From an optimization exercise on the open Yosys and OpenROAD flow, aimed at small area and a short achievable clock period; shortcuts taken in it are not production practice. Only simulation tests tie the RTL to the original design; equivalence was not proved. Power and IR drop assume default switching activity.

==> flow/design.v <==
`timescale 1ns / 1ps
module SCPU_v1( 	input [31:0] inst_in, Data_in,
						input clk, reset,
						output MemW,
						output [31:0] Addr_out, Data_out, PC_out,
						input [4:0] test_reg_index,
						output [31:0] test_reg_result
					);
	wire [5:0] op = inst_in[31:26];
	wire [5:0] fn = inst_in[5:0];
	wire [4:0] rs = inst_in[25:21];
	wire [4:0] rt = inst_in[20:16];
	wire [4:0] rd = inst_in[15:11];
	wire [15:0] imm = inst_in[15:0];
	wire rtype  = (op == 6'd0);
	wire r_alu  = rtype & fn[5];              
	wire r_jr   = rtype & ~fn[5] & fn[3];     
	wire r_sh   = rtype & ~fn[5] & ~fn[3];    
	wire i_alu  = ~op[5] & op[3];             
	wire lw     = op[5] & ~op[3];
	wire sw     = op[5] & op[3];
	wire jal    = ~op[5] & ~op[3] & ~op[2] & op[1] & op[0];
	wire jmp    = ~op[5] & ~op[3] & ~op[2] & op[1];   
	wire br     = ~op[5] & ~op[3] & op[2];            
	wire [31:0] A, B;
	reg [31:0] PC;
	wire [31:0] pc4 = {PC[31:2] + 30'd1, PC[1:0]};
	wire we = rtype | i_alu | lw | jal;
	wire [4:0] wa = rtype ? rd : (jal ? 5'd31 : rt);
	wire [2:0] f3 = rtype ? fn[2:0] : op[2:0];
	wire sub = rtype ? fn[1] : op[1];
	wire sext = ~op[2];
	wire [31:0] immx = {{16{sext & imm[15]}}, imm};
	wire [31:0] opB = rtype ? B : immx;
	wire [31:0] sum = A + (opB ^ {32{sub}}) + {31'd0, sub};
	wire lt = (A[31] ^ opB[31]) ? A[31] : sum[31];
	wire is_slt = rtype ? fn[3] : 1'b1;
	reg [31:0] logic_res;
	always @* begin
		case (f3[1:0])
			2'b00: logic_res = A & opB;
			2'b01: logic_res = A | opB;
			2'b10: logic_res = A ^ opB;
			default: logic_res = rtype ? ~(A | opB) : {imm, 16'h0};
		endcase
	end
	wire left = ~fn[1];
	wire [31:0] sh_in, sh_out, sh_res;
	genvar g;
	generate
		for (g = 0; g < 32; g = g + 1) begin : g_rev
			assign sh_in[g]  = left ? B[31-g] : B[g];
			assign sh_res[g] = left ? sh_out[31-g] : sh_out[g];
		end
	endgenerate
	assign sh_out = sh_in >> inst_in[10:6];
	reg [31:0] res;
	always @* begin
		if (lw)
			res = Data_in;
		else if (jal | r_jr)
			res = pc4;
		else if (r_sh)
			res = sh_res;
		else if (f3[2])
			res = logic_res;
		else if (f3[1] & is_slt)
			res = {31'd0, lt};
		else
			res = sum;
	end
	wire eq = (A == B);
	wire taken = br & (eq ^ op[0]);
	wire [31:0] br_tgt = {pc4[31:2] + {{14{imm[15]}}, imm}, PC[1:0]};
	reg [31:0] pc_next;
	always @* begin
		if (jmp)
			pc_next = {PC[31:28], inst_in[25:0], 2'b00};
		else if (r_jr)
			pc_next = A;
		else if (taken)
			pc_next = br_tgt;
		else
			pc_next = pc4;
	end
	always @(posedge clk)
		if (reset)
			PC <= 32'h0;
		else
			PC <= pc_next;
	Regs Regs(.clk(clk), .rst(reset), .we(we),
	          .reg_Rs_addr_A(rs), .reg_Rt_addr_B(rt), .reg_Wt_addr(wa),
	          .wdata(res), .rdata_A(A), .rdata_B(B),
	          .test_reg_index(test_reg_index), .test_reg_result(test_reg_result));
	assign PC_out = PC;
	assign MemW = sw;
	assign Addr_out = A + {16'h0, imm};
	assign Data_out = B;
endmodule
module Regs(input clk, rst, we,
            input [4:0] reg_Rs_addr_A, reg_Rt_addr_B, reg_Wt_addr,
            input [31:0] wdata,
            output [31:0] rdata_A, rdata_B,
            input [4:0] test_reg_index,
            output [31:0] test_reg_result);
  reg [31:0] register [1:31];
  wire [31:0] wd = rst ? 32'h0 : wdata;
  genvar i;
  generate
    for (i = 1; i < 32; i = i + 1) begin : g_reg
      always @(posedge clk)
        if (rst || (we && reg_Wt_addr == i))
          register[i] <= wd;
    end
  endgenerate
  reg [31:0] ra, rb, rt;
  integer k;
  always @* begin
    ra = 32'h0; rb = 32'h0; rt = 32'h0;
    for (k = 1; k < 32; k = k + 1) begin
      ra = ra | ({32{reg_Rs_addr_A == k}} & register[k]);
      rb = rb | ({32{reg_Rt_addr_B == k}} & register[k]);
      rt = rt | ({32{test_reg_index == k}} & register[k]);
    end
  end
  assign rdata_A = ra;
  assign rdata_B = rb;
  assign test_reg_result = rt;
endmodule
==> flow/run.sh <==
#!/bin/bash
# synth_recipe.tcl (not shown) runs the flow's synth.tcl, then flattens the netlist and writes it again
# the make line also repeats each setting of config.mk as NAME=value (left out here)
make -C /OpenROAD-flow-scripts/flow DESIGN_CONFIG=/design/flow/config.mk WORK_HOME=/design/flow/orfs CLKGATE_MAP_FILE= SYNTH_SCRIPT=/design/flow/synth_recipe.tcl finish
==> flow/config.mk <==
export PLATFORM = sky130hd
export DESIGN_NAME = SCPU_v1
export DESIGN_NICKNAME = SCPU_v1
export VERILOG_FILES = /design/flow/design.v
export SDC_FILE = /design/flow/constraint.sdc
export NUM_CORES = 4
export LEC_CHECK = 0
export CAP_MARGIN = 20
export CORE_MARGIN = 2
export CORE_UTILIZATION = 25
export PLACE_DENSITY = 0.4
export SLEW_MARGIN = 20
==> flow/constraint.sdc <==
create_clock -name core_clock -period 30.0 [get_ports {clk}]
set_input_delay 6.0000 -clock core_clock [delete_from_list [all_inputs] [get_ports {clk}]]
set_output_delay 6.0000 -clock core_clock [all_outputs]
set_load 0.01 [all_outputs]
==> summary.txt <==
stage by stage:
step / utilization (%) / hold slack, ns / total power, mW
2_1_floorplan: - / 0.514 / 2.37
4_1_cts: 30.0 / 0.539 / 4.74
3_5_place_dp: 28.3 / 0.531 / 3.11
6_report: 30.1 / 0.542 / 4.82
3_3_place_gp: 28.3 / 0.533 / 3.14
5_1_grt: 30.1 / 0.559 / 4.87
cells in the mapped netlist (22+ instances only):
| master | number |
|---|---|
| buf_2 | 78 |
| and3_1 | 534 |
| a21oi_1 | 186 |
| a2111oi_0 | 139 |
| or3_1 | 27 |
| a211oi_1 | 46 |
| a22o_1 | 90 |
| nor3_1 | 72 |
| o21a_1 | 23 |
| o22ai_1 | 32 |
| nor2_1 | 275 |
| edfxtp_1 | 992 |
| a221oi_1 | 103 |
| nor4_1 | 41 |
| xnor2_1 | 112 |
| a21o_1 | 41 |
| a22oi_1 | 790 |
| nand2b_1 | 22 |
| o21ai_0 | 175 |
| a222oi_1 | 61 |
| ha_1 | 140 |
| nand4_1 | 182 |
| and2_1 | 27 |
| mux2_2 | 22 |
| nand2_1 | 318 |
| xor2_1 | 53 |
| nand3b_1 | 27 |
| clkbuf_1 | 368 |
| inv_1 | 112 |
| o211ai_1 | 23 |
| or4_1 | 46 |
| mux2i_1 | 34 |
| and4_1 | 44 |
| nand3_1 | 372 |
| dfxtp_1 | 32 |
| buf_1 | 35 |
state kept, by name, indices dropped and copies added (netlist names):
name,count
Regs.register,992
PC,32
power groups by stage:
stage	Combinational, mW	Clock, mW	Sequential (mW)
finish	1.15	1.65	2.01
global route	1.16	1.70	2.00
CTS	1.10	1.65	1.99
detailed placement	1.10	0	2.02
global placement	1.10	0	2.04
floorplan	0.491	0	1.88
worst paths after layout:
| kind | end | slack (ns) | cells after the start |
|---|---|---|---|
| min reg2reg | PC[0] | 0.54 | 2 |
| max | Addr_out[24] | 9.52 | 22 |
| max reg2reg | Regs.register[7][28] | 22.27 | 21 |
| min | PC[0] | 0.54 | 2 |
final cells by class:
type / instances / area [um^2] / share of cell area, %
Timing Repair Buffer: 546 / 4560 / 6.02
Clock buffer: 152 / 3380 / 4.45
Clock inverter: 84 / 976 / 1.29
Antenna cell: 64 / 160 / 0.211
Inverter: 115 / 433 / 0.571
Multi-Input combinational cell: 4415 / 31700 / 41.8
Sequential cell: 1024 / 30400 / 40.1
Tap cell: 3348 / 4190 / 5.52
critical path: cells and delay by family:
kind	cells	cell delay (ns)
adders and majority gates	2	0.93
and+or+nand+nor	7	2.75
AOI/OAI and AO/OA	9	2.69
buffers and inverters	3	1.91
xor gates and xnor gates	1	0.15
metal layers:
layer	GRT usage [%]	vias to the layer above	part of all wire (%)	wire [um]
met4	30.5	36	9.6	50400
met3	16.1	2374	14	72100
met1	46.9	35200	36	191000
li1	-	25100	-	-
met5	0.296	-	0.050	265
met2	55.2	7449	40	212000
cell usage in the layout (no fill, tap or decap), types with 82 or more instances in the layout:
| cell | count |
|---|---|
| a21oi_1 | 179 |
| and3_1 | 532 |
| nor2_4 | 82 |
| inv_1 | 110 |
| clkdlybuf4s50_1 | 189 |
| nand4_1 | 182 |
| a2111oi_0 | 138 |
| a221oi_1 | 103 |
| xnor2_1 | 112 |
| ha_1 | 140 |
| nor2_1 | 180 |
| o21ai_0 | 167 |
| nand2_1 | 287 |
| a22o_1 | 90 |
| clkbuf_16 | 131 |
| buf_4 | 347 |
| edfxtp_1 | 992 |
| nand3_1 | 372 |
| a22oi_1 | 790 |
cells by family after synthesis:
group | after synthesis | synth area share [%]
and+or+nand+nor | 2109 | 18.5
AOI/OAI and AO/OA | 1915 | 22.5
DFF | 1024 | 47.9
buffers and inverters | 626 | 4.13
xor gates and xnor gates | 165 | 2.28
adders and majority gates | 143 | 2.85
muxes | 83 | 1.78
==> impl_metrics.toml <==
[detailed_routing]
drt_wl_total_mm = 525
avgRoutedWirePerCell_um = 53.9
firstDrtPassIters = 14
drcViolationCount = 0
vias = 70200
ant_nets = 0
drt-initial-drc-count = 15500
routed_via_density = 7.20

[clocking]
cts.sinks = 1024
htree_levels = 4
cts_tree = "done"
cts_buffers = 130
clock_latency_ns = 0.86
root_buffer = "clkbuf_16"
cts_max_path_buffers = 3
hold_buffers = 0
cts_resized = 0
post_cts_buffers = 0
clk_pin_slew_worst_paths_ns = 0.05

[timing]
final-max-slew-violation-count = 0
hold_viol_final = 0
finalSetupViolations = 0
fmax_mhz = 48.8
tns_ns = 0
worst_clock_skew_ns = 0.0875
timing.final.ws_setup_ns = 9.52
tightest_slew_ns = 1.35
rsz0062_at_grt = "no"
period_share_pct = 68.3
max_slew_margin_pct = 9.18
fin_crit_ns = 20.48

[run]
cap_violations = 0

[worst_setup_path]
crit_path_start_kind = "primary input"
critPathArrivalTime_ns = 14.48
crit_fanout = 24
cp_slowest_cell = "clkdlybuf4s50_1"
crit_type = "in -> out"
cpPeakStageDelay_ns = 0.98
crit_start = "inst_in[22]"
r2r_start = "Regs.register[11][0]"
path_cells = "clkdlybuf4s50_1 -> and3b_1 -> buf_4 -> nand3_1 -> nand4_1 -> nor4_1 -> nand3_1 -> ha_1 -> fa_1 -> a21o_1 -> a21oi_1 -> o21bai_1 -> a21oi_1 -> o21bai_1 -> a211o_1 -> a2111oi_0 -> o311ai_0 -> a21o_1 -> and2_0 -> nand4_1 -> xnor2_1 -> clkdlybuf4s50_1"
required_ns = 24.00
endpoint_kind = "output port"

[logic_synthesis]
yosysUniqueCellTypes = 106
ys_top_cells_by_area = "edfxtp_1 47%, a22oi_1 9.3%, and3_1 5.3%, nand3_1 2.9%, ha_1 2.8%"
mappedNetlistArea_um2 = 63500
synth_top_area_cell = "edfxtp_1"
yosysSeqAreaShare_pct = 47.9
syn_inst = 6065
synth_edf_count = 992
synth_top_cell_area_share_pct = 46.9
yosys_warnings = 3
synthFlopType = "edfxtp_1"
synth-async-reset-ratio_pct = 0
synth_nets = 6279
synth-seq-cells = 1024
synth_area_per_cell_um2 = 10.5

[floorplan]
ioPinCount = 200
start_util_pct = 25.2
die-height_um = 508
fp.dieW_um = 508
fp-row-count = 184
core_area_um2 = 252000
die_area_um2 = 258000

[global_route]
grt_pass1_wl_mm = 668
antenna_found_initial = 78
track_usage_pct = 39.1
grt_pass1_vias = 64200
grt_overflow = 0
grt_max_degree = 76

[outcome]
outcome = "finished clean"

[worst_hold_path]
hold_start = "PC[0]"
hold_class = "reg -> reg"

[layout]
fin_cells = 9748
drive_gt1_share_pct = 13.6
fill_cells = 25900
layout.nets = 6446
postLayoutCellArea_um2 = 75800
syn_to_final_growth_pct = 19.5

[pwr]
clkPwrFrac_pct = 34.2
power.density_nw_per_um2 = 63.5
p_int_mw = 3.02
vdd_drop_max_v = 0.0000558
seqPwrFrac_pct = 41.8
leakage_nw = 28.0
swShare_pct = 37.4
power_switching_mw = 1.80
pwr-share-comb_pct = 24.0

[place]
io_buffers = 199
dpl-instance-area_um2 = 71300
place_hpwl_mm = 354
place_congestion = 1.07
place_inst = 9448
post-place-ws_ns = 9.49

## port drivers added, routing unchanged
In the flow no input, the clock included, has a driving cell. The finished layout below was timed again as built, in two steps. Step 1, drivers: a clkbuf_16 drives clk and a buf_2 each remaining input, both assumed. Step 2 times the ports against the registers' clock, not the clock port: input delays grow and output delays shrink by t, the midpoint of the rising clock arrivals with the driver on. a / b / c = ideal / step 1 / step 2; a / b = the first two.
shift t [ns]: 0.920
setup WS [ns]: 9.519 / 9.496 / 9.496
hold WS [ns]: 0.542 / 0.542 / 0.542
slew at the worst register clock pin (ns): 0.07 / 0.07
cell pins on the clock port's net: 1
After both steps this run still meets setup and hold. For this run, drivers alone change the setup slack by -0.023 ns; drivers and shift together by -0.023 ns.
